Source: an optimization exercise on an open RTL-to-GDS flow (aim: small area and a short achievable clock period). Production flows keep margins and buffers that such runs may drop. The RTL was checked by simulation tests, not by an equivalence proof against the original design. Power is estimated from default activity; no workload was simulated.

## flow/design.v (module list and top-level ports; edited modules follow where they fit)
// module MAC_R0_0_16: 212 lines
// module MAC_R0_16_17: 301 lines
// module MAC_R0_17_18: 313 lines
// module MAC_R0_18_18: 313 lines
// module MAC_RN_0_16: 310 lines
// module MAC_RN_16_17: 389 lines
// module MAC_RN_17_18: 401 lines
// module MAC_RN_18_18: 401 lines
// module MMU: 53 lines
module MMU #(parameter depth=4, bit_width=8, acc_width=32, size=4)
(
   input          clk,
   input          control,
   input  [31:0]  data_arr,
   input  [31:0]  wt_arr,
   output [127:0] acc_out
);
  // ...
==> flow/flow/run.sh <==
#!/bin/bash
# Layout flow: the standard flow (standard.sh), with one change to
# synthesis: Yosys's synth runs without the quick ABC pass of its fine stage
# (synth -noabc), so that extract_fa meets the full and half adders as the
# RTL writes them and maps them without inverters around them. Registers
# and everything after synthesis are as in the standard flow.
set -euo pipefail
work=$(pwd)
sed 's/yosys synth -nofsm -noshare {\*}\$args/yosys synth -nofsm -noshare -noabc {*}$args/' \
  synth_recipe.tcl > own_synth.tcl
grep -q -- '-noabc' own_synth.tcl
bash standard.sh SYNTH_SCRIPT="$work/own_synth.tcl" finish > standard.log 2>&1
==> flow/standard.sh <==
#!/bin/bash
# synth_recipe.tcl (not shown) runs the flow's synth.tcl, then flattens the netlist and writes it again
# the make line also repeats each setting of config.mk as NAME=value (left out here)
make -C /OpenROAD-flow-scripts/flow DESIGN_CONFIG=/design/flow/config.mk WORK_HOME=/design/flow/orfs CLKGATE_MAP_FILE= SYNTH_SCRIPT=/design/flow/synth_recipe.tcl "${@:-finish}"
==> flow/config.mk <==
export PLATFORM = sky130hd
export DESIGN_NAME = MMU
export DESIGN_NICKNAME = MMU
export VERILOG_FILES = /design/flow/design.v
export SDC_FILE = /design/flow/constraint.sdc
export NUM_CORES = 4
export LEC_CHECK = 0
export CAP_MARGIN = 20
export CORE_MARGIN = 2
export CORE_UTILIZATION = 65
export SETUP_SLACK_MARGIN = 4.2
export SLEW_MARGIN = 20
==> flow/constraint.sdc <==
create_clock -name core_clock -period 7.0 [get_ports {clk}]
set_input_delay 1.4000 -clock core_clock [delete_from_list [all_inputs] [get_ports {clk}]]
set_output_delay 1.4000 -clock core_clock [all_outputs]
set_load 0.01 [all_outputs]
==> reports/metrics.csv, run 1 <==
metric,value,unit
most frequent cells in the layout,"dfxtp_1, and2_1, fa_1",
slowest CP cell,fa_1,
Synth Warn #,10,
Worst path max stage delay,0.59,ns
WL met1,56250,µm
placed instance count,6012,
Startpoint Class,register,
pre-CTS setup slack,2.932,ns
status,finished clean,
Max-area cell class,multi-input gates,
grt ovf,0,
worst-skew pair later-pin latency,0.69,ns
Taps Inserted,1155,
combinational share of power,31.2,%
Fillers,6043,
clock root buffer,clkbuf_16,
met3 routed WL,5130,µm
gr busiest metal,met2,
syn_area_per_cell,11.84,µm²
Comb group,5.89,mW
clock buf count,147,
Clock Path Buffers,3,
"top cells by area, synth","dfxtp_1, fa_1, and2_1",
Seq/total area,33.67,%
CP top delay family,compound AO/OA/AOI/OAI gates,
==> module MAC_RN_0_16, before the edit <==
module MAC_RN_0_16 (
   input              clk,
   input              ld,
   input              clr,
   input      [7:0]   x,
   input      [7:0]   wt_in,
   output reg [7:0]   wt_out,
   output reg [15:0]  acc_out
);
   wire [63:0] pp;
   genvar i;
   generate for (i = 0; i < 64; i = i + 1) begin : g_pp
      assign pp[i] = x[i/8] & wt_out[i%8];
   end endgenerate
   reg [28:0] m;    
   wire p_s1;
   wire p_c2;
   wire p_s3;
   wire p_c4;
   wire p_s5;
   wire p_c6;
   wire p_s7;
   wire p_c8;
   wire p_s9;
   wire p_c10;
   wire p_s11;
   wire p_c12;
   wire p_s13;
   wire p_c14;
   wire p_s15;
   wire p_c16;
   wire p_s17;
   wire p_c18;
   wire p_s19;
   wire p_c20;
   wire p_s21;
   wire p_c22;
   wire p_s23;
   wire p_c24;
   wire p_s25;
   wire p_c26;
   wire p_s27;
   wire p_c28;
   wire p_s29;
   wire p_c30;
   wire p_s31;
   wire p_c32;
   wire p_s33;
   wire p_c34;
   wire p_s35;
   wire p_c36;
   wire p_s37;
   wire p_c38;
   wire p_s39;
   wire p_c40;
   wire p_s41;
   wire p_c42;
   wire p_s43;
   wire p_c44;
   wire p_s45;
   wire p_c46;
   wire p_s47;
   wire p_c48;
   wire p_s49;
   wire p_c50;
   wire p_s51;
   wire p_c52;
   wire p_s53;
   wire p_c54;
   wire p_s55;
   wire p_c56;
   wire p_s57;
   wire p_c58;
   wire p_s59;
   wire p_c60;
   wire p_s61;
   wire p_c62;
   wire p_s63;
   wire p_c64;
   wire p_s65;
   wire p_c66;
   wire p_s67;
   wire p_c68;
   wire p_s69;
   wire p_c70;
   wire p_s71;
   wire p_c72;
   wire p_s73;
   wire p_c74;
   wire p_s75;
   wire p_c76;
   wire p_s77;
   wire p_c78;
   wire p_s79;
   wire p_c80;
   wire p_s81;
   wire p_c82;
   wire p_s83;
   wire p_c84;
   assign p_s1 = pp[6] ^ pp[13];
   assign p_c2 = pp[6] & pp[13];
   assign p_s3 = pp[7] ^ pp[14] ^ pp[21];
   assign p_c4 = (pp[7] & pp[14]) | (pp[7] & pp[21]) | (pp[14] & pp[21]);
   assign p_s5 = pp[28] ^ pp[35];
   assign p_c6 = pp[28] & pp[35];
   assign p_s7 = pp[15] ^ pp[22] ^ pp[29];
   assign p_c8 = (pp[15] & pp[22]) | (pp[15] & pp[29]) | (pp[22] & pp[29]);
   assign p_s9 = pp[36] ^ pp[43];
   assign p_c10 = pp[36] & pp[43];
   assign p_s11 = pp[23] ^ pp[30] ^ pp[37];
   assign p_c12 = (pp[23] & pp[30]) | (pp[23] & pp[37]) | (pp[30] & pp[37]);
   assign p_s13 = pp[4] ^ pp[11];
   assign p_c14 = pp[4] & pp[11];
   assign p_s15 = pp[5] ^ pp[12] ^ pp[19];
   assign p_c16 = (pp[5] & pp[12]) | (pp[5] & pp[19]) | (pp[12] & pp[19]);
   assign p_s17 = pp[26] ^ pp[33];
   assign p_c18 = pp[26] & pp[33];
   assign p_s19 = pp[20] ^ pp[27] ^ pp[34];
   assign p_c20 = (pp[20] & pp[27]) | (pp[20] & pp[34]) | (pp[27] & pp[34]);
   assign p_s21 = pp[41] ^ pp[48] ^ p_s1;
   assign p_c22 = (pp[41] & pp[48]) | (pp[41] & p_s1) | (pp[48] & p_s1);
   assign p_s23 = pp[42] ^ pp[49] ^ pp[56];
   assign p_c24 = (pp[42] & pp[49]) | (pp[42] & pp[56]) | (pp[49] & pp[56]);
   assign p_s25 = p_c2 ^ p_s5 ^ p_s3;
   assign p_c26 = (p_c2 & p_s5) | (p_c2 & p_s3) | (p_s5 & p_s3);
   assign p_s27 = pp[50] ^ pp[57] ^ p_c6;
   assign p_c28 = (pp[50] & pp[57]) | (pp[50] & p_c6) | (pp[57] & p_c6);
   assign p_s29 = p_s9 ^ p_c4 ^ p_s7;
   assign p_c30 = (p_s9 & p_c4) | (p_s9 & p_s7) | (p_c4 & p_s7);
   assign p_s31 = pp[44] ^ pp[51] ^ pp[58];
   assign p_c32 = (pp[44] & pp[51]) | (pp[44] & pp[58]) | (pp[51] & pp[58]);
   assign p_s33 = p_c10 ^ p_c8 ^ p_s11;
   assign p_c34 = (p_c10 & p_c8) | (p_c10 & p_s11) | (p_c8 & p_s11);
   assign p_s35 = pp[31] ^ pp[38] ^ pp[45];
   assign p_c36 = (pp[31] & pp[38]) | (pp[31] & pp[45]) | (pp[38] & pp[45]);
   assign p_s37 = pp[52] ^ pp[59] ^ p_c12;
   assign p_c38 = (pp[52] & pp[59]) | (pp[52] & p_c12) | (pp[59] & p_c12);
   assign p_s39 = pp[39] ^ pp[46] ^ pp[53];
   assign p_c40 = (pp[39] & pp[46]) | (pp[39] & pp[53]) | (pp[46] & pp[53]);
   assign p_s41 = pp[3] ^ pp[10];
   assign p_c42 = pp[3] & pp[10];
   assign p_s43 = pp[18] ^ pp[25] ^ pp[32];
   assign p_c44 = (pp[18] & pp[25]) | (pp[18] & pp[32]) | (pp[25] & pp[32]);
   assign p_s45 = pp[40] ^ p_c14 ^ p_s17;
   assign p_c46 = (pp[40] & p_c14) | (pp[40] & p_s17) | (p_c14 & p_s17);
   assign p_s47 = p_c18 ^ p_c16 ^ p_s19;
   assign p_c48 = (p_c18 & p_c16) | (p_c18 & p_s19) | (p_c16 & p_s19);
   assign p_s49 = p_c20 ^ p_s23 ^ p_c22;
   assign p_c50 = (p_c20 & p_s23) | (p_c20 & p_c22) | (p_s23 & p_c22);
   assign p_s51 = p_c24 ^ p_s27 ^ p_c26;
   assign p_c52 = (p_c24 & p_s27) | (p_c24 & p_c26) | (p_s27 & p_c26);
   assign p_s53 = p_s31 ^ p_c28 ^ p_c30;
   assign p_c54 = (p_s31 & p_c28) | (p_s31 & p_c30) | (p_c28 & p_c30);
   assign p_s55 = p_c32 ^ p_s35 ^ p_s37;
   assign p_c56 = (p_c32 & p_s35) | (p_c32 & p_s37) | (p_s35 & p_s37);
   assign p_s57 = pp[60] ^ p_c36 ^ p_s39;
   assign p_c58 = (pp[60] & p_c36) | (pp[60] & p_s39) | (p_c36 & p_s39);
   assign p_s59 = pp[47] ^ pp[54] ^ pp[61];
   assign p_c60 = (pp[47] & pp[54]) | (pp[47] & pp[61]) | (pp[54] & pp[61]);
   assign p_s61 = pp[2] ^ pp[9];
   assign p_c62 = pp[2] & pp[9];
   assign p_s63 = pp[17] ^ pp[24] ^ p_s41;
   assign p_c64 = (pp[17] & pp[24]) | (pp[17] & p_s41) | (pp[24] & p_s41);
   assign p_s65 = p_c42 ^ p_s13 ^ p_s43;
   assign p_c66 = (p_c42 & p_s13) | (p_c42 & p_s43) | (p_s13 & p_s43);
   assign p_s67 = p_c44 ^ p_s15 ^ p_s45;
   assign p_c68 = (p_c44 & p_s15) | (p_c44 & p_s45) | (p_s15 & p_s45);
   assign p_s69 = p_c46 ^ p_s21 ^ p_s47;
   assign p_c70 = (p_c46 & p_s21) | (p_c46 & p_s47) | (p_s21 & p_s47);
   assign p_s71 = p_c48 ^ p_s25 ^ p_s49;
   assign p_c72 = (p_c48 & p_s25) | (p_c48 & p_s49) | (p_s25 & p_s49);
   assign p_s73 = p_s29 ^ p_c50 ^ p_s51;
   assign p_c74 = (p_s29 & p_c50) | (p_s29 & p_s51) | (p_c50 & p_s51);
   assign p_s75 = p_s33 ^ p_c52 ^ p_s53;
   assign p_c76 = (p_s33 & p_c52) | (p_s33 & p_s53) | (p_c52 & p_s53);
   assign p_s77 = p_c34 ^ p_c54 ^ p_s55;
   assign p_c78 = (p_c34 & p_c54) | (p_c34 & p_s55) | (p_c54 & p_s55);
   assign p_s79 = p_c38 ^ p_s57 ^ p_c56;
   assign p_c80 = (p_c38 & p_s57) | (p_c38 & p_c56) | (p_s57 & p_c56);
   assign p_s81 = p_c40 ^ p_s59 ^ p_c58;
   assign p_c82 = (p_c40 & p_s59) | (p_c40 & p_c58) | (p_s59 & p_c58);
   assign p_s83 = pp[55] ^ pp[62] ^ p_c60;
   assign p_c84 = (pp[55] & pp[62]) | (pp[55] & p_c60) | (pp[62] & p_c60);
   wire c_g0_0 = m[1] & m[2];
   wire c_p0_0 = m[1] ^ m[2];
   wire c_g0_1 = m[3] & m[4];
   wire c_p0_1 = m[3] ^ m[4];
   wire c_g0_2 = m[5] & m[6];
   wire c_p0_2 = m[5] ^ m[6];
   wire c_g0_3 = m[7] & m[8];
   wire c_p0_3 = m[7] ^ m[8];
   wire c_g0_4 = m[9] & m[10];
   wire c_p0_4 = m[9] ^ m[10];
   wire c_g0_5 = m[11] & m[12];
   wire c_p0_5 = m[11] ^ m[12];
   wire c_g0_6 = m[13] & m[14];
   wire c_p0_6 = m[13] ^ m[14];
   wire c_g0_7 = m[15] & m[16];
   wire c_p0_7 = m[15] ^ m[16];
   wire c_g0_8 = m[17] & m[18];
   wire c_p0_8 = m[17] ^ m[18];
   wire c_g0_9 = m[19] & m[20];
   wire c_p0_9 = m[19] ^ m[20];
   wire c_g0_10 = m[21] & m[22];
   wire c_p0_10 = m[21] ^ m[22];
   wire c_g0_11 = m[23] & m[24];
   wire c_p0_11 = m[23] ^ m[24];
   wire c_g0_12 = m[25] & m[26];
   wire c_p0_12 = m[25] ^ m[26];
   wire c_g0_13 = m[27] & m[28];
   wire c_p0_13 = m[27] ^ m[28];
   wire c_g0_14 = 1'b0 & 1'b0;
   wire c_p0_14 = 1'b0 ^ 1'b0;
   wire c_g1_1 = c_g0_1 | (c_p0_1 & c_g0_0);
   wire c_p1_1 = c_p0_1 & c_p0_0;
   wire c_g1_2 = c_g0_2 | (c_p0_2 & c_g0_1);
   wire c_p1_2 = c_p0_2 & c_p0_1;
   wire c_g1_3 = c_g0_3 | (c_p0_3 & c_g0_2);
   wire c_p1_3 = c_p0_3 & c_p0_2;
   wire c_g1_4 = c_g0_4 | (c_p0_4 & c_g0_3);
   wire c_p1_4 = c_p0_4 & c_p0_3;
   wire c_g1_5 = c_g0_5 | (c_p0_5 & c_g0_4);
   wire c_p1_5 = c_p0_5 & c_p0_4;
   wire c_g1_6 = c_g0_6 | (c_p0_6 & c_g0_5);
   wire c_p1_6 = c_p0_6 & c_p0_5;
   wire c_g1_7 = c_g0_7 | (c_p0_7 & c_g0_6);
   wire c_p1_7 = c_p0_7 & c_p0_6;
   wire c_g1_8 = c_g0_8 | (c_p0_8 & c_g0_7);
   wire c_p1_8 = c_p0_8 & c_p0_7;
   wire c_g1_9 = c_g0_9 | (c_p0_9 & c_g0_8);
   wire c_p1_9 = c_p0_9 & c_p0_8;
   wire c_g1_10 = c_g0_10 | (c_p0_10 & c_g0_9);
   wire c_p1_10 = c_p0_10 & c_p0_9;
   wire c_g1_11 = c_g0_11 | (c_p0_11 & c_g0_10);
   wire c_p1_11 = c_p0_11 & c_p0_10;
   wire c_g1_12 = c_g0_12 | (c_p0_12 & c_g0_11);
   wire c_p1_12 = c_p0_12 & c_p0_11;
   wire c_g1_13 = c_g0_13 | (c_p0_13 & c_g0_12);
   wire c_p1_13 = c_p0_13 & c_p0_12;
   wire c_g1_14 = c_g0_14 | (c_p0_14 & c_g0_13);
   wire c_p1_14 = c_p0_14 & c_p0_13;
   wire c_g2_2 = c_g1_2 | (c_p1_2 & c_g0_0);
   wire c_p2_2 = c_p1_2 & c_p0_0;
   wire c_g2_3 = c_g1_3 | (c_p1_3 & c_g1_1);
   wire c_p2_3 = c_p1_3 & c_p1_1;
   wire c_g2_4 = c_g1_4 | (c_p1_4 & c_g1_2);
   wire c_p2_4 = c_p1_4 & c_p1_2;
   wire c_g2_5 = c_g1_5 | (c_p1_5 & c_g1_3);
   wire c_p2_5 = c_p1_5 & c_p1_3;
   wire c_g2_6 = c_g1_6 | (c_p1_6 & c_g1_4);
   wire c_p2_6 = c_p1_6 & c_p1_4;
   wire c_g2_7 = c_g1_7 | (c_p1_7 & c_g1_5);
   wire c_p2_7 = c_p1_7 & c_p1_5;
   wire c_g2_8 = c_g1_8 | (c_p1_8 & c_g1_6);
   wire c_p2_8 = c_p1_8 & c_p1_6;
   wire c_g2_9 = c_g1_9 | (c_p1_9 & c_g1_7);
   wire c_p2_9 = c_p1_9 & c_p1_7;
   wire c_g2_10 = c_g1_10 | (c_p1_10 & c_g1_8);
   wire c_p2_10 = c_p1_10 & c_p1_8;
   wire c_g2_11 = c_g1_11 | (c_p1_11 & c_g1_9);
   wire c_p2_11 = c_p1_11 & c_p1_9;
   wire c_g2_12 = c_g1_12 | (c_p1_12 & c_g1_10);
   wire c_p2_12 = c_p1_12 & c_p1_10;
   wire c_g2_13 = c_g1_13 | (c_p1_13 & c_g1_11);
   wire c_p2_13 = c_p1_13 & c_p1_11;
   wire c_g2_14 = c_g1_14 | (c_p1_14 & c_g1_12);
   wire c_p2_14 = c_p1_14 & c_p1_12;
   wire c_g3_4 = c_g2_4 | (c_p2_4 & c_g0_0);
   wire c_p3_4 = c_p2_4 & c_p0_0;
   wire c_g3_5 = c_g2_5 | (c_p2_5 & c_g1_1);
   wire c_p3_5 = c_p2_5 & c_p1_1;
   wire c_g3_6 = c_g2_6 | (c_p2_6 & c_g2_2);
   wire c_p3_6 = c_p2_6 & c_p2_2;
   wire c_g3_7 = c_g2_7 | (c_p2_7 & c_g2_3);
   wire c_p3_7 = c_p2_7 & c_p2_3;
   wire c_g3_8 = c_g2_8 | (c_p2_8 & c_g2_4);
   wire c_p3_8 = c_p2_8 & c_p2_4;
   wire c_g3_9 = c_g2_9 | (c_p2_9 & c_g2_5);
   wire c_p3_9 = c_p2_9 & c_p2_5;
   wire c_g3_10 = c_g2_10 | (c_p2_10 & c_g2_6);
   wire c_p3_10 = c_p2_10 & c_p2_6;
   wire c_g3_11 = c_g2_11 | (c_p2_11 & c_g2_7);
   wire c_p3_11 = c_p2_11 & c_p2_7;
   wire c_g3_12 = c_g2_12 | (c_p2_12 & c_g2_8);
   wire c_p3_12 = c_p2_12 & c_p2_8;
   wire c_g3_13 = c_g2_13 | (c_p2_13 & c_g2_9);
   wire c_p3_13 = c_p2_13 & c_p2_9;
   wire c_g3_14 = c_g2_14 | (c_p2_14 & c_g2_10);
   wire c_p3_14 = c_p2_14 & c_p2_10;
   wire c_g4_8 = c_g3_8 | (c_p3_8 & c_g0_0);
   wire c_p4_8 = c_p3_8 & c_p0_0;
   wire c_g4_9 = c_g3_9 | (c_p3_9 & c_g1_1);
   wire c_p4_9 = c_p3_9 & c_p1_1;
   wire c_g4_10 = c_g3_10 | (c_p3_10 & c_g2_2);
   wire c_p4_10 = c_p3_10 & c_p2_2;
   wire c_g4_11 = c_g3_11 | (c_p3_11 & c_g2_3);
   wire c_p4_11 = c_p3_11 & c_p2_3;
   wire c_g4_12 = c_g3_12 | (c_p3_12 & c_g3_4);
   wire c_p4_12 = c_p3_12 & c_p3_4;
   wire c_g4_13 = c_g3_13 | (c_p3_13 & c_g3_5);
   wire c_p4_13 = c_p3_13 & c_p3_5;
   wire c_g4_14 = c_g3_14 | (c_p3_14 & c_g3_6);
   wire c_p4_14 = c_p3_14 & c_p3_6;
   wire [15:0] sum = {(c_p0_14 ^ c_g4_13), (c_p0_13 ^ c_g4_12), (c_p0_12 ^ c_g4_11), (c_p0_11 ^ c_g4_10), (c_p0_10 ^ c_g4_9), (c_p0_9 ^ c_g4_8), (c_p0_8 ^ c_g3_7), (c_p0_7 ^ c_g3_6), (c_p0_6 ^ c_g3_5), (c_p0_5 ^ c_g3_4), (c_p0_4 ^ c_g2_3), (c_p0_3 ^ c_g2_2), (c_p0_2 ^ c_g1_1), (c_p0_1 ^ c_g0_0), c_p0_0, m[0]};
   always @(posedge clk) begin
      if (ld) wt_out <= wt_in;
      m <= {pp[63], p_c84, p_s83, p_c82, p_s81, p_c80, p_s79, p_c78, p_s77, p_c76, p_s75, p_c74, p_s73, p_c72, p_s71, p_c70, p_s69, p_c68, p_s67, p_c66, p_s65, p_c64, p_s63, p_c62, pp[16], p_s61, pp[8], pp[1], pp[0]};
      acc_out <= clr ? 16'd0 : sum;
   end
endmodule
==> module MAC_RN_16_17, before the edit <==
module MAC_RN_16_17 (
   input              clk,
   input              ld,
   input              clr,
   input      [7:0]   x,
   input      [7:0]   wt_in,
   input      [15:0]  acc_in,
   output reg [7:0]   wt_out,
   output reg [16:0]  acc_out
);
   wire [63:0] pp;
   genvar i;
   generate for (i = 0; i < 64; i = i + 1) begin : g_pp
      assign pp[i] = x[i/8] & wt_out[i%8];
   end endgenerate
   reg [28:0] m;    
   wire p_s1;
   wire p_c2;
   wire p_s3;
   wire p_c4;
   wire p_s5;
   wire p_c6;
   wire p_s7;
   wire p_c8;
   wire p_s9;
   wire p_c10;
   wire p_s11;
   wire p_c12;
   wire p_s13;
   wire p_c14;
   wire p_s15;
   wire p_c16;
   wire p_s17;
   wire p_c18;
   wire p_s19;
   wire p_c20;
   wire p_s21;
   wire p_c22;
   wire p_s23;
   wire p_c24;
   wire p_s25;
   wire p_c26;
   wire p_s27;
   wire p_c28;
   wire p_s29;
   wire p_c30;
   wire p_s31;
   wire p_c32;
   wire p_s33;
   wire p_c34;
   wire p_s35;
   wire p_c36;
   wire p_s37;
   wire p_c38;
   wire p_s39;
   wire p_c40;
   wire p_s41;
   wire p_c42;
   wire p_s43;
   wire p_c44;
   wire p_s45;
   wire p_c46;
   wire p_s47;
   wire p_c48;
   wire p_s49;
   wire p_c50;
   wire p_s51;
   wire p_c52;
   wire p_s53;
   wire p_c54;
   wire p_s55;
   wire p_c56;
   wire p_s57;
   wire p_c58;
   wire p_s59;
   wire p_c60;
   wire p_s61;
   wire p_c62;
   wire p_s63;
   wire p_c64;
   wire p_s65;
   wire p_c66;
   wire p_s67;
   wire p_c68;
   wire p_s69;
   wire p_c70;
   wire p_s71;
   wire p_c72;
   wire p_s73;
   wire p_c74;
   wire p_s75;
   wire p_c76;
   wire p_s77;
   wire p_c78;
   wire p_s79;
   wire p_c80;
   wire p_s81;
   wire p_c82;
   wire p_s83;
   wire p_c84;
   wire q_s1;
   wire q_c2;
   wire q_s3;
   wire q_c4;
   wire q_s5;
   wire q_c6;
   wire q_s7;
   wire q_c8;
   wire q_s9;
   wire q_c10;
   wire q_s11;
   wire q_c12;
   wire q_s13;
   wire q_c14;
   wire q_s15;
   wire q_c16;
   wire q_s17;
   wire q_c18;
   wire q_s19;
   wire q_c20;
   wire q_s21;
   wire q_c22;
   wire q_s23;
   wire q_c24;
   wire q_s25;
   wire q_c26;
   wire q_s27;
   wire q_c28;
   assign p_s1 = pp[6] ^ pp[13];
   assign p_c2 = pp[6] & pp[13];
   assign p_s3 = pp[7] ^ pp[14] ^ pp[21];
   assign p_c4 = (pp[7] & pp[14]) | (pp[7] & pp[21]) | (pp[14] & pp[21]);
   assign p_s5 = pp[28] ^ pp[35];
   assign p_c6 = pp[28] & pp[35];
   assign p_s7 = pp[15] ^ pp[22] ^ pp[29];
   assign p_c8 = (pp[15] & pp[22]) | (pp[15] & pp[29]) | (pp[22] & pp[29]);
   assign p_s9 = pp[36] ^ pp[43];
   assign p_c10 = pp[36] & pp[43];
   assign p_s11 = pp[23] ^ pp[30] ^ pp[37];
   assign p_c12 = (pp[23] & pp[30]) | (pp[23] & pp[37]) | (pp[30] & pp[37]);
   assign p_s13 = pp[4] ^ pp[11];
   assign p_c14 = pp[4] & pp[11];
   assign p_s15 = pp[5] ^ pp[12] ^ pp[19];
   assign p_c16 = (pp[5] & pp[12]) | (pp[5] & pp[19]) | (pp[12] & pp[19]);
   assign p_s17 = pp[26] ^ pp[33];
   assign p_c18 = pp[26] & pp[33];
   assign p_s19 = pp[20] ^ pp[27] ^ pp[34];
   assign p_c20 = (pp[20] & pp[27]) | (pp[20] & pp[34]) | (pp[27] & pp[34]);
   assign p_s21 = pp[41] ^ pp[48] ^ p_s1;
   assign p_c22 = (pp[41] & pp[48]) | (pp[41] & p_s1) | (pp[48] & p_s1);
   assign p_s23 = pp[42] ^ pp[49] ^ pp[56];
   assign p_c24 = (pp[42] & pp[49]) | (pp[42] & pp[56]) | (pp[49] & pp[56]);
   assign p_s25 = p_c2 ^ p_s5 ^ p_s3;
   assign p_c26 = (p_c2 & p_s5) | (p_c2 & p_s3) | (p_s5 & p_s3);
   assign p_s27 = pp[50] ^ pp[57] ^ p_c6;
   assign p_c28 = (pp[50] & pp[57]) | (pp[50] & p_c6) | (pp[57] & p_c6);
   assign p_s29 = p_s9 ^ p_c4 ^ p_s7;
   assign p_c30 = (p_s9 & p_c4) | (p_s9 & p_s7) | (p_c4 & p_s7);
   assign p_s31 = pp[44] ^ pp[51] ^ pp[58];
   assign p_c32 = (pp[44] & pp[51]) | (pp[44] & pp[58]) | (pp[51] & pp[58]);
   assign p_s33 = p_c10 ^ p_c8 ^ p_s11;
   assign p_c34 = (p_c10 & p_c8) | (p_c10 & p_s11) | (p_c8 & p_s11);
   assign p_s35 = pp[31] ^ pp[38] ^ pp[45];
   assign p_c36 = (pp[31] & pp[38]) | (pp[31] & pp[45]) | (pp[38] & pp[45]);
   assign p_s37 = pp[52] ^ pp[59] ^ p_c12;
   assign p_c38 = (pp[52] & pp[59]) | (pp[52] & p_c12) | (pp[59] & p_c12);
   assign p_s39 = pp[39] ^ pp[46] ^ pp[53];
   assign p_c40 = (pp[39] & pp[46]) | (pp[39] & pp[53]) | (pp[46] & pp[53]);
   assign p_s41 = pp[3] ^ pp[10];
   assign p_c42 = pp[3] & pp[10];
   assign p_s43 = pp[18] ^ pp[25] ^ pp[32];
   assign p_c44 = (pp[18] & pp[25]) | (pp[18] & pp[32]) | (pp[25] & pp[32]);
   assign p_s45 = pp[40] ^ p_c14 ^ p_s17;
   assign p_c46 = (pp[40] & p_c14) | (pp[40] & p_s17) | (p_c14 & p_s17);
   assign p_s47 = p_c18 ^ p_c16 ^ p_s19;
   assign p_c48 = (p_c18 & p_c16) | (p_c18 & p_s19) | (p_c16 & p_s19);
   assign p_s49 = p_c20 ^ p_s23 ^ p_c22;
   assign p_c50 = (p_c20 & p_s23) | (p_c20 & p_c22) | (p_s23 & p_c22);
   assign p_s51 = p_c24 ^ p_s27 ^ p_c26;
   assign p_c52 = (p_c24 & p_s27) | (p_c24 & p_c26) | (p_s27 & p_c26);
   assign p_s53 = p_s31 ^ p_c28 ^ p_c30;
   assign p_c54 = (p_s31 & p_c28) | (p_s31 & p_c30) | (p_c28 & p_c30);
   assign p_s55 = p_c32 ^ p_s35 ^ p_s37;
   assign p_c56 = (p_c32 & p_s35) | (p_c32 & p_s37) | (p_s35 & p_s37);
   assign p_s57 = pp[60] ^ p_c36 ^ p_s39;
   assign p_c58 = (pp[60] & p_c36) | (pp[60] & p_s39) | (p_c36 & p_s39);
   assign p_s59 = pp[47] ^ pp[54] ^ pp[61];
   assign p_c60 = (pp[47] & pp[54]) | (pp[47] & pp[61]) | (pp[54] & pp[61]);
   assign p_s61 = pp[2] ^ pp[9];
   assign p_c62 = pp[2] & pp[9];
   assign p_s63 = pp[17] ^ pp[24] ^ p_s41;
   assign p_c64 = (pp[17] & pp[24]) | (pp[17] & p_s41) | (pp[24] & p_s41);
   assign p_s65 = p_c42 ^ p_s13 ^ p_s43;
   assign p_c66 = (p_c42 & p_s13) | (p_c42 & p_s43) | (p_s13 & p_s43);
   assign p_s67 = p_c44 ^ p_s15 ^ p_s45;
   assign p_c68 = (p_c44 & p_s15) | (p_c44 & p_s45) | (p_s15 & p_s45);
   assign p_s69 = p_c46 ^ p_s21 ^ p_s47;
   assign p_c70 = (p_c46 & p_s21) | (p_c46 & p_s47) | (p_s21 & p_s47);
   assign p_s71 = p_c48 ^ p_s25 ^ p_s49;
   assign p_c72 = (p_c48 & p_s25) | (p_c48 & p_s49) | (p_s25 & p_s49);
   assign p_s73 = p_s29 ^ p_c50 ^ p_s51;
   assign p_c74 = (p_s29 & p_c50) | (p_s29 & p_s51) | (p_c50 & p_s51);
   assign p_s75 = p_s33 ^ p_c52 ^ p_s53;
   assign p_c76 = (p_s33 & p_c52) | (p_s33 & p_s53) | (p_c52 & p_s53);
   assign p_s77 = p_c34 ^ p_c54 ^ p_s55;
   assign p_c78 = (p_c34 & p_c54) | (p_c34 & p_s55) | (p_c54 & p_s55);
   assign p_s79 = p_c38 ^ p_s57 ^ p_c56;
   assign p_c80 = (p_c38 & p_s57) | (p_c38 & p_c56) | (p_s57 & p_c56);
   assign p_s81 = p_c40 ^ p_s59 ^ p_c58;
   assign p_c82 = (p_c40 & p_s59) | (p_c40 & p_c58) | (p_s59 & p_c58);
   assign p_s83 = pp[55] ^ pp[62] ^ p_c60;
   assign p_c84 = (pp[55] & pp[62]) | (pp[55] & p_c60) | (pp[62] & p_c60);
   assign q_s1 = m[1] ^ m[2];
   assign q_c2 = m[1] & m[2];
   assign q_s3 = m[3] ^ m[4] ^ acc_in[2];
   assign q_c4 = (m[3] & m[4]) | (m[3] & acc_in[2]) | (m[4] & acc_in[2]);
   assign q_s5 = m[5] ^ m[6] ^ acc_in[3];
   assign q_c6 = (m[5] & m[6]) | (m[5] & acc_in[3]) | (m[6] & acc_in[3]);
   assign q_s7 = m[7] ^ m[8] ^ acc_in[4];
   assign q_c8 = (m[7] & m[8]) | (m[7] & acc_in[4]) | (m[8] & acc_in[4]);
   assign q_s9 = m[9] ^ m[10] ^ acc_in[5];
   assign q_c10 = (m[9] & m[10]) | (m[9] & acc_in[5]) | (m[10] & acc_in[5]);
   assign q_s11 = m[11] ^ m[12] ^ acc_in[6];
   assign q_c12 = (m[11] & m[12]) | (m[11] & acc_in[6]) | (m[12] & acc_in[6]);
   assign q_s13 = m[13] ^ m[14] ^ acc_in[7];
   assign q_c14 = (m[13] & m[14]) | (m[13] & acc_in[7]) | (m[14] & acc_in[7]);
   assign q_s15 = m[15] ^ m[16] ^ acc_in[8];
   assign q_c16 = (m[15] & m[16]) | (m[15] & acc_in[8]) | (m[16] & acc_in[8]);
   assign q_s17 = m[17] ^ m[18] ^ acc_in[9];
   assign q_c18 = (m[17] & m[18]) | (m[17] & acc_in[9]) | (m[18] & acc_in[9]);
   assign q_s19 = m[19] ^ m[20] ^ acc_in[10];
   assign q_c20 = (m[19] & m[20]) | (m[19] & acc_in[10]) | (m[20] & acc_in[10]);
   assign q_s21 = m[21] ^ m[22] ^ acc_in[11];
   assign q_c22 = (m[21] & m[22]) | (m[21] & acc_in[11]) | (m[22] & acc_in[11]);
   assign q_s23 = m[23] ^ m[24] ^ acc_in[12];
   assign q_c24 = (m[23] & m[24]) | (m[23] & acc_in[12]) | (m[24] & acc_in[12]);
   assign q_s25 = m[25] ^ m[26] ^ acc_in[13];
   assign q_c26 = (m[25] & m[26]) | (m[25] & acc_in[13]) | (m[26] & acc_in[13]);
   assign q_s27 = m[27] ^ m[28] ^ acc_in[14];
   assign q_c28 = (m[27] & m[28]) | (m[27] & acc_in[14]) | (m[28] & acc_in[14]);
   wire c_g0_0 = m[0] & acc_in[0];
   wire c_p0_0 = m[0] ^ acc_in[0];
   wire c_g0_1 = q_s1 & acc_in[1];
   wire c_p0_1 = q_s1 ^ acc_in[1];
   wire c_g0_2 = q_c2 & q_s3;
   wire c_p0_2 = q_c2 ^ q_s3;
   wire c_g0_3 = q_c4 & q_s5;
   wire c_p0_3 = q_c4 ^ q_s5;
   wire c_g0_4 = q_c6 & q_s7;
   wire c_p0_4 = q_c6 ^ q_s7;
   wire c_g0_5 = q_c8 & q_s9;
   wire c_p0_5 = q_c8 ^ q_s9;
   wire c_g0_6 = q_c10 & q_s11;
   wire c_p0_6 = q_c10 ^ q_s11;
   wire c_g0_7 = q_c12 & q_s13;
   wire c_p0_7 = q_c12 ^ q_s13;
   wire c_g0_8 = q_c14 & q_s15;
   wire c_p0_8 = q_c14 ^ q_s15;
   wire c_g0_9 = q_c16 & q_s17;
   wire c_p0_9 = q_c16 ^ q_s17;
   wire c_g0_10 = q_c18 & q_s19;
   wire c_p0_10 = q_c18 ^ q_s19;
   wire c_g0_11 = q_c20 & q_s21;
   wire c_p0_11 = q_c20 ^ q_s21;
   wire c_g0_12 = q_c22 & q_s23;
   wire c_p0_12 = q_c22 ^ q_s23;
   wire c_g0_13 = q_c24 & q_s25;
   wire c_p0_13 = q_c24 ^ q_s25;
   wire c_g0_14 = q_c26 & q_s27;
   wire c_p0_14 = q_c26 ^ q_s27;
   wire c_g0_15 = q_c28 & acc_in[15];
   wire c_p0_15 = q_c28 ^ acc_in[15];
   wire c_g0_16 = 1'b0 & 1'b0;
   wire c_p0_16 = 1'b0 ^ 1'b0;
   wire c_g1_1 = c_g0_1 | (c_p0_1 & c_g0_0);
   wire c_p1_1 = c_p0_1 & c_p0_0;
   wire c_g1_2 = c_g0_2 | (c_p0_2 & c_g0_1);
   wire c_p1_2 = c_p0_2 & c_p0_1;
   wire c_g1_3 = c_g0_3 | (c_p0_3 & c_g0_2);
   wire c_p1_3 = c_p0_3 & c_p0_2;
   wire c_g1_4 = c_g0_4 | (c_p0_4 & c_g0_3);
   wire c_p1_4 = c_p0_4 & c_p0_3;
   wire c_g1_5 = c_g0_5 | (c_p0_5 & c_g0_4);
   wire c_p1_5 = c_p0_5 & c_p0_4;
   wire c_g1_6 = c_g0_6 | (c_p0_6 & c_g0_5);
   wire c_p1_6 = c_p0_6 & c_p0_5;
   wire c_g1_7 = c_g0_7 | (c_p0_7 & c_g0_6);
   wire c_p1_7 = c_p0_7 & c_p0_6;
   wire c_g1_8 = c_g0_8 | (c_p0_8 & c_g0_7);
   wire c_p1_8 = c_p0_8 & c_p0_7;
   wire c_g1_9 = c_g0_9 | (c_p0_9 & c_g0_8);
   wire c_p1_9 = c_p0_9 & c_p0_8;
   wire c_g1_10 = c_g0_10 | (c_p0_10 & c_g0_9);
   wire c_p1_10 = c_p0_10 & c_p0_9;
   wire c_g1_11 = c_g0_11 | (c_p0_11 & c_g0_10);
   wire c_p1_11 = c_p0_11 & c_p0_10;
   wire c_g1_12 = c_g0_12 | (c_p0_12 & c_g0_11);
   wire c_p1_12 = c_p0_12 & c_p0_11;
   wire c_g1_13 = c_g0_13 | (c_p0_13 & c_g0_12);
   wire c_p1_13 = c_p0_13 & c_p0_12;
   wire c_g1_14 = c_g0_14 | (c_p0_14 & c_g0_13);
   wire c_p1_14 = c_p0_14 & c_p0_13;
   wire c_g1_15 = c_g0_15 | (c_p0_15 & c_g0_14);
   wire c_p1_15 = c_p0_15 & c_p0_14;
   wire c_g1_16 = c_g0_16 | (c_p0_16 & c_g0_15);
   wire c_p1_16 = c_p0_16 & c_p0_15;
   wire c_g2_2 = c_g1_2 | (c_p1_2 & c_g0_0);
   wire c_p2_2 = c_p1_2 & c_p0_0;
   wire c_g2_3 = c_g1_3 | (c_p1_3 & c_g1_1);
   wire c_p2_3 = c_p1_3 & c_p1_1;
   wire c_g2_4 = c_g1_4 | (c_p1_4 & c_g1_2);
   wire c_p2_4 = c_p1_4 & c_p1_2;
   wire c_g2_5 = c_g1_5 | (c_p1_5 & c_g1_3);
   wire c_p2_5 = c_p1_5 & c_p1_3;
   wire c_g2_6 = c_g1_6 | (c_p1_6 & c_g1_4);
   wire c_p2_6 = c_p1_6 & c_p1_4;
   wire c_g2_7 = c_g1_7 | (c_p1_7 & c_g1_5);
   wire c_p2_7 = c_p1_7 & c_p1_5;
   wire c_g2_8 = c_g1_8 | (c_p1_8 & c_g1_6);
   wire c_p2_8 = c_p1_8 & c_p1_6;
   wire c_g2_9 = c_g1_9 | (c_p1_9 & c_g1_7);
   wire c_p2_9 = c_p1_9 & c_p1_7;
   wire c_g2_10 = c_g1_10 | (c_p1_10 & c_g1_8);
   wire c_p2_10 = c_p1_10 & c_p1_8;
   wire c_g2_11 = c_g1_11 | (c_p1_11 & c_g1_9);
   wire c_p2_11 = c_p1_11 & c_p1_9;
   wire c_g2_12 = c_g1_12 | (c_p1_12 & c_g1_10);
   wire c_p2_12 = c_p1_12 & c_p1_10;
   wire c_g2_13 = c_g1_13 | (c_p1_13 & c_g1_11);
   wire c_p2_13 = c_p1_13 & c_p1_11;
   wire c_g2_14 = c_g1_14 | (c_p1_14 & c_g1_12);
   wire c_p2_14 = c_p1_14 & c_p1_12;
   wire c_g2_15 = c_g1_15 | (c_p1_15 & c_g1_13);
   wire c_p2_15 = c_p1_15 & c_p1_13;
   wire c_g2_16 = c_g1_16 | (c_p1_16 & c_g1_14);
   wire c_p2_16 = c_p1_16 & c_p1_14;
   wire c_g3_4 = c_g2_4 | (c_p2_4 & c_g0_0);
   wire c_p3_4 = c_p2_4 & c_p0_0;
   wire c_g3_5 = c_g2_5 | (c_p2_5 & c_g1_1);
   wire c_p3_5 = c_p2_5 & c_p1_1;
   wire c_g3_6 = c_g2_6 | (c_p2_6 & c_g2_2);
   wire c_p3_6 = c_p2_6 & c_p2_2;
   wire c_g3_7 = c_g2_7 | (c_p2_7 & c_g2_3);
   wire c_p3_7 = c_p2_7 & c_p2_3;
   wire c_g3_8 = c_g2_8 | (c_p2_8 & c_g2_4);
   wire c_p3_8 = c_p2_8 & c_p2_4;
   wire c_g3_9 = c_g2_9 | (c_p2_9 & c_g2_5);
   wire c_p3_9 = c_p2_9 & c_p2_5;
   wire c_g3_10 = c_g2_10 | (c_p2_10 & c_g2_6);
   wire c_p3_10 = c_p2_10 & c_p2_6;
   wire c_g3_11 = c_g2_11 | (c_p2_11 & c_g2_7);
   wire c_p3_11 = c_p2_11 & c_p2_7;
   wire c_g3_12 = c_g2_12 | (c_p2_12 & c_g2_8);
   wire c_p3_12 = c_p2_12 & c_p2_8;
   wire c_g3_13 = c_g2_13 | (c_p2_13 & c_g2_9);
   wire c_p3_13 = c_p2_13 & c_p2_9;
   wire c_g3_14 = c_g2_14 | (c_p2_14 & c_g2_10);
   wire c_p3_14 = c_p2_14 & c_p2_10;
   wire c_g3_15 = c_g2_15 | (c_p2_15 & c_g2_11);
   wire c_p3_15 = c_p2_15 & c_p2_11;
   wire c_g3_16 = c_g2_16 | (c_p2_16 & c_g2_12);
   wire c_p3_16 = c_p2_16 & c_p2_12;
   wire c_g4_8 = c_g3_8 | (c_p3_8 & c_g0_0);
   wire c_p4_8 = c_p3_8 & c_p0_0;
   wire c_g4_9 = c_g3_9 | (c_p3_9 & c_g1_1);
   wire c_p4_9 = c_p3_9 & c_p1_1;
   wire c_g4_10 = c_g3_10 | (c_p3_10 & c_g2_2);
   wire c_p4_10 = c_p3_10 & c_p2_2;
   wire c_g4_11 = c_g3_11 | (c_p3_11 & c_g2_3);
   wire c_p4_11 = c_p3_11 & c_p2_3;
   wire c_g4_12 = c_g3_12 | (c_p3_12 & c_g3_4);
   wire c_p4_12 = c_p3_12 & c_p3_4;
   wire c_g4_13 = c_g3_13 | (c_p3_13 & c_g3_5);
   wire c_p4_13 = c_p3_13 & c_p3_5;
   wire c_g4_14 = c_g3_14 | (c_p3_14 & c_g3_6);
   wire c_p4_14 = c_p3_14 & c_p3_6;
   wire c_g4_15 = c_g3_15 | (c_p3_15 & c_g3_7);
   wire c_p4_15 = c_p3_15 & c_p3_7;
   wire c_g4_16 = c_g3_16 | (c_p3_16 & c_g3_8);
   wire c_p4_16 = c_p3_16 & c_p3_8;
   wire c_g5_16 = c_g4_16 | (c_p4_16 & c_g0_0);
   wire c_p5_16 = c_p4_16 & c_p0_0;
   wire [16:0] sum = {(c_p0_16 ^ c_g4_15), (c_p0_15 ^ c_g4_14), (c_p0_14 ^ c_g4_13), (c_p0_13 ^ c_g4_12), (c_p0_12 ^ c_g4_11), (c_p0_11 ^ c_g4_10), (c_p0_10 ^ c_g4_9), (c_p0_9 ^ c_g4_8), (c_p0_8 ^ c_g3_7), (c_p0_7 ^ c_g3_6), (c_p0_6 ^ c_g3_5), (c_p0_5 ^ c_g3_4), (c_p0_4 ^ c_g2_3), (c_p0_3 ^ c_g2_2), (c_p0_2 ^ c_g1_1), (c_p0_1 ^ c_g0_0), c_p0_0};
   always @(posedge clk) begin
      if (ld) wt_out <= wt_in;
      m <= {pp[63], p_c84, p_s83, p_c82, p_s81, p_c80, p_s79, p_c78, p_s77, p_c76, p_s75, p_c74, p_s73, p_c72, p_s71, p_c70, p_s69, p_c68, p_s67, p_c66, p_s65, p_c64, p_s63, p_c62, pp[16], p_s61, pp[8], pp[1], pp[0]};
      acc_out <= clr ? 17'd0 : sum;
   end
endmodule
==> module MMU, before the edit <==
module MMU #(parameter depth=4, bit_width=8, acc_width=32, size=4)
(
   input          clk,
   input          control,
   input  [31:0]  data_arr,
   input  [31:0]  wt_arr,
   output [127:0] acc_out
);
   reg        c1;           
   reg [31:0] d [0:2];      
   always @(posedge clk) begin
      c1   <= control;
      d[0] <= control ? 32'd0 : data_arr;
      d[1] <= control ? 32'd0 : d[0];
      d[2] <= control ? 32'd0 : d[1];
   end
   genvar r;
   generate
      for (r = 0; r < 4; r = r + 1) begin : row
         wire [31:0] xr = (r == 0) ? data_arr : d[r-1];
         wire [7:0]  w1, w2, w3, w4;
         wire [15:0] a1;
         wire [16:0] a2;
         wire [17:0] a3, a4;
         if (r == 0) begin : g0
            wire [9:0] t1, t2, t3, t4;
            wire [9:0] t0 = {2'b00, wt_arr[7:0]} + {1'b0, wt_arr[7:0], 1'b0};
            MAC_R0_0_16 u_c0 (.clk(clk), .ld(control), .clr(c1), .x(xr[7:0]),
               .wt_in(wt_arr[8*r +: 8]), .w3_in(t0), .wt_out(w1), .w3_out(t1),
               .acc_out(a1));
            MAC_R0_16_17 u_c1 (.clk(clk), .ld(control), .clr(c1), .x(xr[15:8]),
               .wt_in(w1), .w3_in(t1), .acc_in(a1), .wt_out(w2), .w3_out(t2),
               .acc_out(a2));
            MAC_R0_17_18 u_c2 (.clk(clk), .ld(control), .clr(c1), .x(xr[23:16]),
               .wt_in(w2), .w3_in(t2), .acc_in(a2), .wt_out(w3), .w3_out(t3),
               .acc_out(a3));
            MAC_R0_18_18 u_c3 (.clk(clk), .ld(control), .clr(c1), .x(xr[31:24]),
               .wt_in(w3), .w3_in(t3), .acc_in(a3), .wt_out(w4), .w3_out(t4),
               .acc_out(a4));
         end else begin : gn
            MAC_RN_0_16 u_c0 (.clk(clk), .ld(control), .clr(c1), .x(xr[7:0]),
               .wt_in(wt_arr[8*r +: 8]), .wt_out(w1), .acc_out(a1));
            MAC_RN_16_17 u_c1 (.clk(clk), .ld(control), .clr(c1), .x(xr[15:8]),
               .wt_in(w1), .acc_in(a1), .wt_out(w2), .acc_out(a2));
            MAC_RN_17_18 u_c2 (.clk(clk), .ld(control), .clr(c1), .x(xr[23:16]),
               .wt_in(w2), .acc_in(a2), .wt_out(w3), .acc_out(a3));
            MAC_RN_18_18 u_c3 (.clk(clk), .ld(control), .clr(c1), .x(xr[31:24]),
               .wt_in(w3), .acc_in(a3), .wt_out(w4), .acc_out(a4));
         end
         assign acc_out[32*r +: 32] = {14'd0, a4};
      end
   endgenerate
endmodule
==> run 2, diff against run 1 <==
--- a/flow/design.v
+++ b/flow/design.v
@@ -1145,17 +1145,17 @@
    input      [7:0]   x,
    input      [7:0]   wt_in,
    output reg [7:0]   wt_out,
    output reg [15:0]  acc_out
 );
    wire [63:0] pp;
    genvar i;
    generate for (i = 0; i < 64; i = i + 1) begin : g_pp
-      assign pp[i] = x[i/8] & wt_out[i%8];
+      assign pp[i] = (~x[i/8]) & (~wt_out[i%8]);
    end endgenerate
    reg [28:0] m;    
    wire p_s1;
    wire p_c2;
    wire p_s3;
    wire p_c4;
    wire p_s5;
    wire p_c6;
@@ -1456,17 +1456,17 @@
    input      [7:0]   wt_in,
    input      [15:0]  acc_in,
    output reg [7:0]   wt_out,
    output reg [16:0]  acc_out
 );
    wire [63:0] pp;
    genvar i;
    generate for (i = 0; i < 64; i = i + 1) begin : g_pp
-      assign pp[i] = x[i/8] & wt_out[i%8];
+      assign pp[i] = (~x[i/8]) & (~wt_out[i%8]);
    end endgenerate
    reg [28:0] m;    
    wire p_s1;
    wire p_c2;
    wire p_s3;
    wire p_c4;
    wire p_s5;
    wire p_c6;
@@ -1845,17 +1845,17 @@
    input      [7:0]   wt_in,
    input      [16:0]  acc_in,
    output reg [7:0]   wt_out,
    output reg [17:0]  acc_out
 );
    wire [63:0] pp;
    genvar i;
    generate for (i = 0; i < 64; i = i + 1) begin : g_pp
-      assign pp[i] = x[i/8] & wt_out[i%8];
+      assign pp[i] = (~x[i/8]) & (~wt_out[i%8]);
    end endgenerate
    reg [28:0] m;    
    wire p_s1;
    wire p_c2;
    wire p_s3;
    wire p_c4;
    wire p_s5;
    wire p_c6;
@@ -2246,17 +2246,17 @@
    input      [7:0]   wt_in,
    input      [17:0]  acc_in,
    output reg [7:0]   wt_out,
    output reg [17:0]  acc_out
 );
    wire [63:0] pp;
    genvar i;
    generate for (i = 0; i < 64; i = i + 1) begin : g_pp
-      assign pp[i] = x[i/8] & wt_out[i%8];
+      assign pp[i] = (~x[i/8]) & (~wt_out[i%8]);
    end endgenerate
    reg [28:0] m;    
    wire p_s1;
    wire p_c2;
    wire p_s3;
    wire p_c4;
    wire p_s5;
    wire p_c6;
@@ -2644,27 +2644,27 @@
 (
    input          clk,
    input          control,
    input  [31:0]  data_arr,
    input  [31:0]  wt_arr,
    output [127:0] acc_out
 );
    reg        c1;           
-   reg [31:0] d [0:2];      
+   reg [31:0] dn [0:2];     
    always @(posedge clk) begin
-      c1   <= control;
-      d[0] <= control ? 32'd0 : data_arr;
-      d[1] <= control ? 32'd0 : d[0];
-      d[2] <= control ? 32'd0 : d[1];
+      c1    <= control;
+      dn[0] <= control ? 32'hffffffff : ~data_arr;
+      dn[1] <= control ? 32'hffffffff : dn[0];
+      dn[2] <= control ? 32'hffffffff : dn[1];
    end
    genvar r;
    generate
       for (r = 0; r < 4; r = r + 1) begin : row
-         wire [31:0] xr = (r == 0) ? data_arr : d[r-1];
+         wire [31:0] xr = (r == 0) ? data_arr : dn[r-1];
          wire [7:0]  w1, w2, w3, w4;
          wire [15:0] a1;
          wire [16:0] a2;
          wire [17:0] a3, a4;
          if (r == 0) begin : g0
             wire [9:0] t1, t2, t3, t4;
             wire [9:0] t0 = {2'b00, wt_arr[7:0]} + {1'b0, wt_arr[7:0], 1'b0};
             MAC_R0_0_16 u_c0 (.clk(clk), .ld(control), .clr(c1), .x(xr[7:0]),
@@ -2676,17 +2676,17 @@
             MAC_R0_17_18 u_c2 (.clk(clk), .ld(control), .clr(c1), .x(xr[23:16]),
                .wt_in(w2), .w3_in(t2), .acc_in(a2), .wt_out(w3), .w3_out(t3),
                .acc_out(a3));
             MAC_R0_18_18 u_c3 (.clk(clk), .ld(control), .clr(c1), .x(xr[31:24]),
                .wt_in(w3), .w3_in(t3), .acc_in(a3), .wt_out(w4), .w3_out(t4),
                .acc_out(a4));
          end else begin : gn
             MAC_RN_0_16 u_c0 (.clk(clk), .ld(control), .clr(c1), .x(xr[7:0]),
-               .wt_in(wt_arr[8*r +: 8]), .wt_out(w1), .acc_out(a1));
+               .wt_in(~wt_arr[8*r +: 8]), .wt_out(w1), .acc_out(a1));
             MAC_RN_16_17 u_c1 (.clk(clk), .ld(control), .clr(c1), .x(xr[15:8]),
                .wt_in(w1), .acc_in(a1), .wt_out(w2), .acc_out(a2));
             MAC_RN_17_18 u_c2 (.clk(clk), .ld(control), .clr(c1), .x(xr[23:16]),
                .wt_in(w2), .acc_in(a2), .wt_out(w3), .acc_out(a3));
             MAC_RN_18_18 u_c3 (.clk(clk), .ld(control), .clr(c1), .x(xr[31:24]),
                .wt_in(w3), .acc_in(a3), .wt_out(w4), .acc_out(a4));
          end
          assign acc_out[32*r +: 32] = {14'd0, a4};
==> flow/config.mk (replaced) <==
export PLATFORM = sky130hd
export DESIGN_NAME = MMU
export DESIGN_NICKNAME = MMU
export VERILOG_FILES = /design/flow/design.v
export SDC_FILE = /design/flow/constraint.sdc
export NUM_CORES = 4
export LEC_CHECK = 0
export CAP_MARGIN = 20
export CORE_MARGIN = 2
export CORE_UTILIZATION = 40
export SETUP_SLACK_MARGIN = 4.2
export SLEW_MARGIN = 20
==> run 2 against run 1 <==
Clock skew shrank 0.0012 ns. Count of clock-buffer cells in the layout shrank 2. Final area fell by 2.3%. Total power decreased by 1.2%. Hold slack better by 0.0067 ns. Register-to-register slack about the same. Clock power about the same. Core utilization down 28 points. Die area rose by 56%. Via count down 4.4%.
==> reports/metrics.csv, run 2 <==
metric,value,unit,change
vias per std cell,4.913,,was 5.573
MaxCap Viol Count,0,,unchanged
status,finished clean,,unchanged
crit path DAT,3.46,ns,was 3.38 ns
final setup vio count,0,,unchanged
Fmax,0.3559,GHz,was 0.3547 GHz
"final std cell area, no fill",0.06301,mm²,was 0.06448 mm²
row count,136,,was 108
worst-skew pair later-pin latency,0.72,ns,was 0.69 ns
Post-synth EDFFs,164,,unchanged
Die Y,375.1,µm,was 300.3 µm
IO Port Bufs,137,,unchanged
minimum clock period,2.810,ns,was 2.819 ns
number of routed nets with antenna violations,0,,unchanged
"top cells by area, synth","dfxtp_1, fa_1, edfxtp_1",,"was dfxtp_1, fa_1, and2_1"
Required @ worst endpoint,7.65,ns,was 7.56 ns
"CTS clk-pin slew, worst paths",0.06,ns,about the same
share of cells above drive strength 1,14.41,%,was 12.18%
Die X,375.1,µm,was 300.3 µm
core area,0.1372,mm²,was 0.08689 mm²
Critical Path Sink Type,register,,unchanged
syn_area_per_cell,11.23,µm²,was 11.84 µm²
number of global-route vias before repair,35210,,was 36850
Synth cell types,78,,unchanged
Die ar.,0.1407,mm²,was 0.09017 mm²
leak pwr,28.86,nW,was 29.90 nW
Sink Count,1001,,unchanged
vias after detailed routing,33640,,was 35180
sequential share of power,39.0,%,was 38.5%
max reg flops,96,,unchanged
Fin. Hold Viols,0,,unchanged
Internal,12.65,mW,was 12.81 mW
Worst Skew,0.02077,ns,was 0.02195 ns
initial antenna violation count,1,,unchanged
Hold Path Class,register to register,,unchanged
Hold Worst Slack,0.4553,ns,was 0.4487 ns
Placer Congestion,0.8700,,was 0.8722
placed instance count,6551,,was 6012
total power,18.68,mW,was 18.90 mW
most common cell in the synthesized netlist,nor2_1,,was dfxtp_1
post-synthesis cell count,4905,,was 4818
Total GRT Usage,16.26,%,was 26.35%
Avg WL per Cell,16.80,µm,was 18.31 µm
P_sw,6.024,mW,was 6.099 mW
first-pass GRT wire length,187100,µm,was 191500 µm
Worst slew margin,38.52,%,was 41.92%
H-Tree Level Count,3,,unchanged
Initial Util,40.16,%,was 65.67%
CP max FO,3,,unchanged
RSZ-0062 raised after global routing,true,,unchanged
post-synthesis cell area,0.05508,mm²,was 0.05706 mm²
Clock Path Buffers,3,,unchanged
ys flop type,dfxtp_1,,unchanged
Final Cycle Share,40.14,%,was 40.27%
DP HPWL,85310,µm,was 84740 µm
peak supply drop,0.0001949,V,was 0.0002951 V
Startpoint Class,register,,unchanged
Antenna diodes,0,,unchanged
combinational share of power,30.3,%,was 31.2%
async set-reset flop share out of synthesis,0,%,unchanged
most frequent cells in the layout,"nor2_1, dfxtp_1, fa_1",,"was dfxtp_1, and2_1, fa_1"
Routed WL,115000,µm,was 115600 µm
Clk network pwr share,30.7,%,was 30.4%
post-synth top area cell,dfxtp_1,,unchanged
Synth Warn #,10,,unchanged
Final Util,45.94,%,was 74.21%
Net Sw Frac,32.26,%,about the same
CTS tree,done,,unchanged
Yosys top cell area share,30.42,%,was 29.37%
Residual DRC,0,,unchanged
Top Ports,194,,unchanged
Largest Register,dn,,was d
Slew Limit Fails,0,,unchanged
Synth Register Bits,1001,,unchanged
Synth-to-Final Area Change,14.40,%,was 13.00%
P per Cell Area,296.4,mW/mm²,was 293.2 mW/mm²
worst setup path class,register to register,,unchanged
pre-CTS setup slack,2.973,ns,was 2.932 ns
Post-synth top cells,"nor2_1, dfxtp_1, fa_1, ha_1, clkbuf_1",,"was dfxtp_1, and2_1, fa_1, ha_1, nor2_1"
sequential area share after synthesis,39.36,%,was 38.00%
DP Area,0.05759,mm²,was 0.05944 mm²
Worst-Margin Slew,0.9222,ns,was 0.8713 ns
# nets final,6037,,was 6140
Finished Layout Cells,6846,,was 6313
largest net degree at the start of global routing,181,,was 170
clock root buffer,clkbuf_16,,unchanged
Initial DRC Count,1779,,was 2095
Final WS setup,4.190,ns,was 4.181 ns
grt ovf,0,,unchanged
CTS buffer count,108,,was 106
Initial DRT Pass Iterations,5,,unchanged
"commonest non-fill, non-tap cell in the layout",nor2_1,,was dfxtp_1
sum of negative setup slack,0,ns,unchanged
run 2: changes by cell type after synthesis, moves of 19 or more:
cell and delta:
o21ai_0 -34, clkbuf_1 +174, inv_1 +24, xnor2_1 +19, a21o_1 -22, o21bai_1 +20
o21a_1 -20, and2_1 -767, nor2b_1 -102, or2_2 +58, nor2_1 +781, nand2_1 -24
nand2b_1 +35
run 2: timing repair:
item	in CTS	in global routing
buffers inserted	26	67
hold buffers	0	0
setup endpoints to repair	188	160
gates resized for setup	213	190
pin swaps	41	80
cloned	0	1
run 2: cells by family after synthesis:
family / Yosys count / synth area share [%]
AOI/OAI and AO/OA: 641 / 8.094
xor gates and xnor gates: 206 / 3.276
adders and majority gates: 1010 / 31.58
buffers and inverters: 423 / 3.264
DFF: 1001 / 39.36
muxes: 131 / 2.642
other: 1 / 0.006808
and+or+nand+nor: 1492 / 11.77
run 2: final timing paths:
kind                                           from                          to  slack [ns]  cells past startpoint
worst max register to register  row[3].gn.u_c3.m[3]  row[3].gn.u_c3.acc_out[14]        4.19                     10
worst min register to register  row[0].g0.u_c0.m[1]   row[0].g0.u_c0.acc_out[1]        0.46                      1
worst max-delay path            row[3].gn.u_c3.m[3]  row[3].gn.u_c3.acc_out[14]        4.19                     10
worst min-delay path            row[0].g0.u_c0.m[1]   row[0].g0.u_c0.acc_out[1]        0.46                      1
run 2: power by group through the flow:
stage / Combinational [mW] / Sequential [mW] / Clock (mW)
3_3_place_gp: 5.00 / 7.42 / 0
5_1_grt: 6.43 / 7.37 / 6.11
6_report: 5.67 / 7.28 / 5.73
4_1_cts: 5.25 / 7.29 / 5.90
3_5_place_dp: 5.08 / 7.42 / 0
2_1_floorplan: 4.03 / 7.12 / 0
run 2: critical path: stages (launching register included):
cell	delay [ns]
dfxtp_2	0.32
fa_1	0.57
ha_4	0.22
a21oi_4	0.16
o21bai_4	0.11
a211oi_4	0.30
o31ai_4	0.11
a221o_1	0.38
buf_6	0.15
a2111oi_4	0.27
a311o_1	0.16
run 2: area by class of cell:
cell class | count | area [µm²]
Tap cell | 1794 | 2245
Clock buffer | 145 | 3035
Multi-Input combinational cell | 3536 | 33100
Inverter | 79 | 296.5
Fill cell | 12570 | 74140
Timing Repair Buffer | 235 | 2014
Sequential cell | 1001 | 21760
Clock inverter | 56 | 566.8
run 2: per-layer routing:
metal	GRT usage [%]	up-vias	wire [µm]
li1	-	16300	-
met1	23.14	16490	56300
met2	25.70	672	51640
met3	2.577	169	4794
met4	4.539	2	2278
met5	0	-	12

[afterwards: timing with drivers on the ports]
No port has a modelled driver above. Below, the same layouts with a new extraction and two added sets of constraints. Step 1: set_driving_cell puts a clkbuf_16 on clk and a buf_2 on each other input, an assumption about the parent block. Step 2, shift: input delay + t, output delay - t, t = (earliest + latest rising clock arrival at the registers) / 2. This alone moves slack from input paths to output paths. Three values: no drivers, after step 1, after step 2; two values: the first two.
run	t, ns	slack for setup (ns)	worst hold slack (ns)	slew at the worst register clock pin (ns)
run 1	0.740	4.181 / 4.181 / 3.554	0.449 / 0.449 / 0.449	0.06 / 0.06
run 2	0.786	4.190 / 4.190 / 3.509	0.455 / 0.455 / 0.455	0.07 / 0.07
After both steps setup and hold are still met in every run listed. For run 2, which loses most, drivers alone change the setup slack by 0.000 ns; drivers and shift together by -0.681 ns.
